This design comes from an exercise in tuning for small area and a short achievable clock period on the open sky130 flow, not from production work. In this exercise RTL edits were held to simulation tests only and were not proved equivalent to the original.

==> run a <==
## mips_single_cycle
module mips_single_cycle
	#(parameter INS_SIZE=32)
	 (input logic clk,
	  input logic rst,  
	  input logic[INS_SIZE-1:0] instruction,
	  input logic[31:0] dm_q,
	  output logic dm_we,
	  output logic [15:0] dm_address,
	  output logic [31:0] dm_d,
	  output logic [31:0] pc_out
	 );
logic [5:0]  op;
logic [4:0]  rs, rt, rd, sa;
logic [5:0]  func;
logic [15:0] imm;
assign op   = instruction[31:26];
assign rs   = instruction[25:21];
assign rt   = instruction[20:16];
assign rd   = instruction[15:11];
assign sa   = instruction[10:6];
assign func = instruction[5:0];
assign imm  = instruction[15:0];
logic op_r, op_imm, op_lw, op_sw, op_lsi, op_beq, op_bne, op_j, op_jal, op_ret, op_bneg;
logic sext, rf_we, shamt_sel;
always_comb begin
	op_r    = (op == 6'd0);
	op_imm  = (op >= 6'd1) && (op <= 6'd7);
	op_lw   = (op == 6'd8) || (op == 6'd10);
	op_sw   = (op == 6'd9) || (op == 6'd11);
	op_lsi  = (op == 6'd10) || (op == 6'd11);   
	op_beq  = (op == 6'd12);
	op_bne  = (op == 6'd13);
	op_j    = (op == 6'd14);
  ...
Settings: LEC_CHECK=0, CAP_MARGIN=20, CORE_MARGIN=2, CORE_UTILIZATION=60, CTS_BUF_LIST=sky130_fd_sc_hd__clkbuf_8, CTS_CLUSTER_DIAMETER=50, CTS_CLUSTER_SIZE=16, SLEW_MARGIN=20, SYNTH_HIERARCHICAL=1; clock period 12.0 ns.
standard.sh (not shown) runs the stock make flow with config.mk's settings and CLKGATE_MAP_FILE= SYNTH_SCRIPT=/design/flow/synth_recipe.tcl, a recipe that flattens the netlist after the stock synthesis.
==> flow/flow/run.sh <==
#!/bin/bash
# Standard ORFS layout with: synthesis sized for light loads (the layout's
# repair sizes up what timing needs), small buffers on the ports, and setup
# repair pushed past the 12 ns clock (after clock tree synthesis and again
# after global routing).
set -euo pipefail
V=("ABC_LOAD_IN_FF=1" "BUFFER_PORTS_ARGS=-buffer_cell sky130_fd_sc_hd__buf_2")
bash standard.sh cts "${V[@]}" SETUP_SLACK_MARGIN=5 TNS_END_PERCENT=100 > flow_to_cts.log 2>&1
bash standard.sh finish "${V[@]}" SETUP_SLACK_MARGIN=4.8 TNS_END_PERCENT=100 > flow_finish.log 2>&1
==> run b (differences from run a) <==
--- a/flow/design.v
+++ b/flow/design.v
@@ -295,47 +295,52 @@
 	shamt_sel = op_r && (func == 6'd5 || func == 6'd6 || func == 6'd7 || func == 6'd8);
 end
 logic        we_p;    
 logic [4:0]  wa_p;    
 logic [31:0] res_p;   
 logic [31:1][31:0] regs;
 logic [31:0] qs, qt;
 logic [31:1] row_we, row_nwe, blk;
-logic [31:1] rs_sel, rt_sel;
 logic        hit_s, hit_t;
 always_comb
 	for (int i = 1; i < 32; i++) begin
 		row_we[i]  = we_p & (wa_p == i[4:0]);
 		row_nwe[i] = ~row_we[i];
 	end
 rf_wdec wdec (.we(we_p), .wa(wa_p), .blk(blk));
-rf_dec dec_s (.a(rs), .blk(blk), .sel(rs_sel));
-rf_dec dec_t (.a(rt), .blk(blk), .sel(rt_sel));
+logic [3:0][31:1] rs_selq, rt_selq;
+for (genvar q = 0; q < 4; q++) begin : g_dec
+	rf_dec dec_s (.a(rs), .blk(blk), .sel(rs_selq[q]));
+	rf_dec dec_t (.a(rt), .blk(blk), .sel(rt_selq[q]));
+end
 assign hit_s = we_p & (rs == wa_p) & ~op_lsi;
 assign hit_t = we_p & (rt == wa_p);
 for (genvar b = 0; b < 32; b++) begin : g_rd
 	logic [31:1] col;  
 	logic        sm0, sm1, tm0, tm1, snb, tnb;
 	for (genvar i = 1; i < 32; i++) begin : g_c
 		assign col[i] = regs[i][b];
 	end
-	rf_rd_tree u_t (.sel(rt_sel), .d(col), .m0(tm0), .m1(tm1));
+	logic [31:1] tsel, ssel;
+	assign tsel = rt_selq[b / 8];
+	assign ssel = rs_selq[b / 8];
+	rf_rd_tree u_t (.sel(tsel), .d(col), .m0(tm0), .m1(tm1));
 	rf_nand2 u_sb (.a(hit_s), .b(res_p[b]), .y(snb));
 	rf_nand2 u_tb (.a(hit_t), .b(res_p[b]), .y(tnb));
 	rf_nand3 u_t3 (.a(tm0), .b(tm1), .c(tnb), .y(qt[b]));
 	rf_nand3 u_t3o (.a(tm0), .b(tm1), .c(tnb), .y(dm_d[b]));
 	if (b < 16) begin : g_imm
 		logic sni;
-		rf_rd_tree_en u_s (.sel(rs_sel), .d(col), .en(~op_lsi), .m0(sm0), .m1(sm1));
+		rf_rd_tree_en u_s (.sel(ssel), .d(col), .en(~op_lsi), .m0(sm0), .m1(sm1));
 		rf_nand2 u_si (.a(op_lsi), .b(imm[b]), .y(sni));
 		rf_nand4 u_s4 (.a(sm0), .b(sm1), .c(snb), .d(sni), .y(qs[b]));
 		rf_nand4 u_s4o (.a(sm0), .b(sm1), .c(snb), .d(sni), .y(dm_address[b]));
 	end else begin : g_noimm
-		rf_rd_tree u_s (.sel(rs_sel), .d(col), .m0(sm0), .m1(sm1));
+		rf_rd_tree u_s (.sel(ssel), .d(col), .m0(sm0), .m1(sm1));
 		rf_nand3 u_s3 (.a(sm0), .b(sm1), .c(snb), .y(qs[b]));
 	end
 end
 logic [31:1][31:0] regs_d;
 for (genvar i = 1; i < 32; i++) begin : g_wr
 	for (genvar b = 0; b < 32; b++) begin : g_b
 		rf_hold u_h (.we(row_we[i]), .nwe(row_nwe[i]), .wd(res_p[b]), .q(regs[i][b]), .d(regs_d[i][b]));
 	end
==> run c (differences from run a) <==
--- a/flow/design.v
+++ b/flow/design.v
@@ -44,45 +44,16 @@
 endmodule
 module and32
 	 (input  logic [31:0] a,
 	  input  logic [31:0] b,
 	  output logic [31:0] y
 	 );
 assign y = a & b;
 endmodule
-module pg32
-	 (input  logic [31:0] a,
-	  input  logic [31:0] b,
-	  output logic [31:0] p,
-	  output logic [31:0] g
-	 );
-assign p = a ^ b;
-assign g = a & b;
-endmodule
-module br_cond
-	 (input  logic [31:0] a,
-	  input  logic [31:0] b,
-	  output logic        eq,
-	  output logic        neg
-	 );
-logic [31:0] g, p, G, P;
-pg32 pg0 (.a(a), .b(b), .p(p), .g(g));
-always_comb begin
-	eq = ~|p;
-	G = g;
-	P = p;
-	for (int d = 1; d < 32; d = d * 2)
-		for (int i = 2 * d - 1; i < 32; i = i + 2 * d) begin
-			G[i] = G[i] | (P[i] & G[i - d]);
-			P[i] = P[i] & P[i - d];
-		end
-	neg = p[31] ^ (G[30] | (P[30] & (G[29] | (P[29] & (G[27] | (P[27] & (G[23] | (P[23] & G[15]))))))));
-end
-endmodule
 module rf_dec
 	 (input  logic [4:0]  a,
 	  input  logic [31:1] blk,
 	  output logic [31:1] sel
 	 );
 logic [4:0] an;      
 logic [3:0] lo_n;    
 logic [7:0] hi_n;    
@@ -164,19 +135,23 @@
 	  input  logic        sel_shr,
 	  input  logic        sel_shl,    
 	  input  logic        sel_p,      
 	  input  logic        sel_g,      
 	  input  logic        sel_na,     
 	  input  logic        sel_b_lo,   
 	  input  logic        sel_b_hi,   
 	  input  logic        fill_en,    
-	  output logic [31:0] r
+	  output logic [31:0] r,
+	  output logic        eq,    
+	  output logic        neg    
 	 );
 logic [31:0] sum, p, g, sh_in, sh_out;
+assign eq  = ~|p;
+assign neg = sum[31];
 add32 add0 (.a(a), .b(b), .cin(cin), .s(sum), .p(p), .g(g));
 always_comb
 	for (int i = 0; i < 32; i++)
 		sh_in[i] = sel_shl ? b[31 - i] : b[i];
 shr32 shr0 (.x(sh_in), .amt(a[4:0]), .big(|a[31:5]), .fill(fill_en & b[31]), .y(sh_out));
 for (genvar i = 0; i < 32; i++) begin : g_r
 	logic [6:0] s7, d7;
 	assign s7 = {(i < 16) ? sel_b_lo : sel_b_hi, sel_na, sel_g, sel_p, sel_shl, sel_shr, sel_sum};
@@ -369,47 +344,47 @@
 	if (shamt_sel)
 		a_n = {26'd0, sa[4], sa};
 	else if (~pass & (f == 4'd9))
 		a_n = 32'd16;
 	else
 		a_n = qs;
 end
 always_comb begin
-	if (op_r)
+	if (op_r | op_beq | op_bne | op_bneg)
 		b_n = qt;
 	else if (op_lw)
 		b_n = dm_q;
 	else if (op_jal)
 		b_n = pc1;
 	else
 		b_n = {{16{imm[15] & sext}}, imm};
 	if (sub)
 		b_n = ~b_n;
 end
 logic [31:0] res_n;
+logic        eq, neg;
 alu alu0 (.a(a_n), .b(b_n), .cin(sub),
           .sel_sum(~pass & ((f == 4'd0) | (f == 4'd1))),
           .sel_shr(~pass & ((f == 4'd6) | (f == 4'd8))),
           .sel_shl(~pass & ((f == 4'd5) | (f == 4'd7) | (f == 4'd9))),
           .sel_p(~pass & ((f == 4'd3) | (f == 4'd4))),
           .sel_g(~pass & ((f == 4'd2) | (f == 4'd3))),
           .sel_na(~pass & (f == 4'd11)),
           .sel_b_lo(pass | (f == 4'd10)),
           .sel_b_hi(pass),
           .fill_en(~pass & (f == 4'd8)),
-          .r(res_n));
+          .r(res_n), .eq(eq), .neg(neg));
 always_ff @(posedge clk) begin
 	we_p  <= rf_we & ~rst & (wa != 5'd0);
 	wa_p  <= wa;
 	res_p <= res_n;
 end
-logic eq, neg, taken;
+logic taken;
 logic [31:0] r31;
-br_cond br0 (.a(qs), .b(qt), .eq(eq), .neg(neg));
 assign taken = (op_beq & eq) | (op_bne & ~eq) | (op_bneg & neg);
 assign r31   = row_we[31] ? res_p : regs[31];
 always_comb begin
 	if (op_j | op_jal)
 		next_seq = {6'b0, instruction[25:0]};
 	else if (op_ret)
 		next_seq = r31;
 	else
==> flow/flow/run.sh (replaced) <==
#!/bin/bash
# Standard ORFS layout with: synthesis sized for light loads (the layout's
# repair sizes up what timing needs), small buffers on the ports, and setup
# repair pushed past the 12 ns clock (after clock tree synthesis and again
# after global routing).
set -euo pipefail
V=("ABC_LOAD_IN_FF=1" "BUFFER_PORTS_ARGS=-buffer_cell sky130_fd_sc_hd__buf_1")
bash standard.sh cts "${V[@]}" SETUP_SLACK_MARGIN=5 TNS_END_PERCENT=100 > flow_to_cts.log 2>&1
bash standard.sh finish "${V[@]}" SETUP_SLACK_MARGIN=4.8 TNS_END_PERCENT=100 > flow_finish.log 2>&1
==> out/qor.txt <==
Status = timing/DRC/antenna clean
Layout cells sized above 1 = 0.151
Multi-input logic portion of the cell area = 0.526
Worst VDD drop = 0.132 mV
GP Congestion = 1.07
Crit path buf inv count = 4
Half-perimeter wire length after placement = 170000 µm
# the run above: run b

==> out/qor.txt <==
Multi-input logic portion of the cell area = 0.499
GP Congestion = 1.07
Layout cells sized above 1 = 0.183
Worst VDD drop = 0.121 mV
Status = timing/DRC/antenna clean
Crit path buf inv count = 6
# the run above: run c

==> out/qor.txt <==
Crit path buf inv count = 5
Status = timing/DRC/antenna clean
Half-perimeter wire length after placement = 146000 µm
Worst VDD drop = 0.170 mV
Layout cells sized above 1 = 0.157
Clock sinks = 1062
GP Congestion = 1.14
Post-synthesis sequential area ratio = 0.420
# the run above: run a

-- afterwards: timing with drivers on the ports --
The results above use ideal ports. As a check the final layouts listed here were re-extracted and re-timed, cells and wires unchanged. Step 1 assumes that a clkbuf_16 drives the clock port and a buf_2 every other input. Step 2, shift: input delay + t, output delay - t, t = (earliest + latest rising clock arrival at the registers) / 2. This alone moves slack from input paths to output paths. Three values: no drivers, after step 1, after step 2; two values: the first two.
| run | shift t [ns] | setup WS [ns] | pins driven straight from the clock port |
|---|---|---|---|
| run a | 0.902 | 4.592 / 4.549 / 3.831 | 1 |
| run b | 0.912 | 4.642 / 4.596 / 3.724 | 1 |
| run c | 0.902 | 4.536 / 4.346 / 3.572 | 1 |
After both steps every run listed still meets setup and hold. For run c, which loses most, drivers alone change the setup slack by -0.190 ns; drivers and shift together by -0.964 ns.
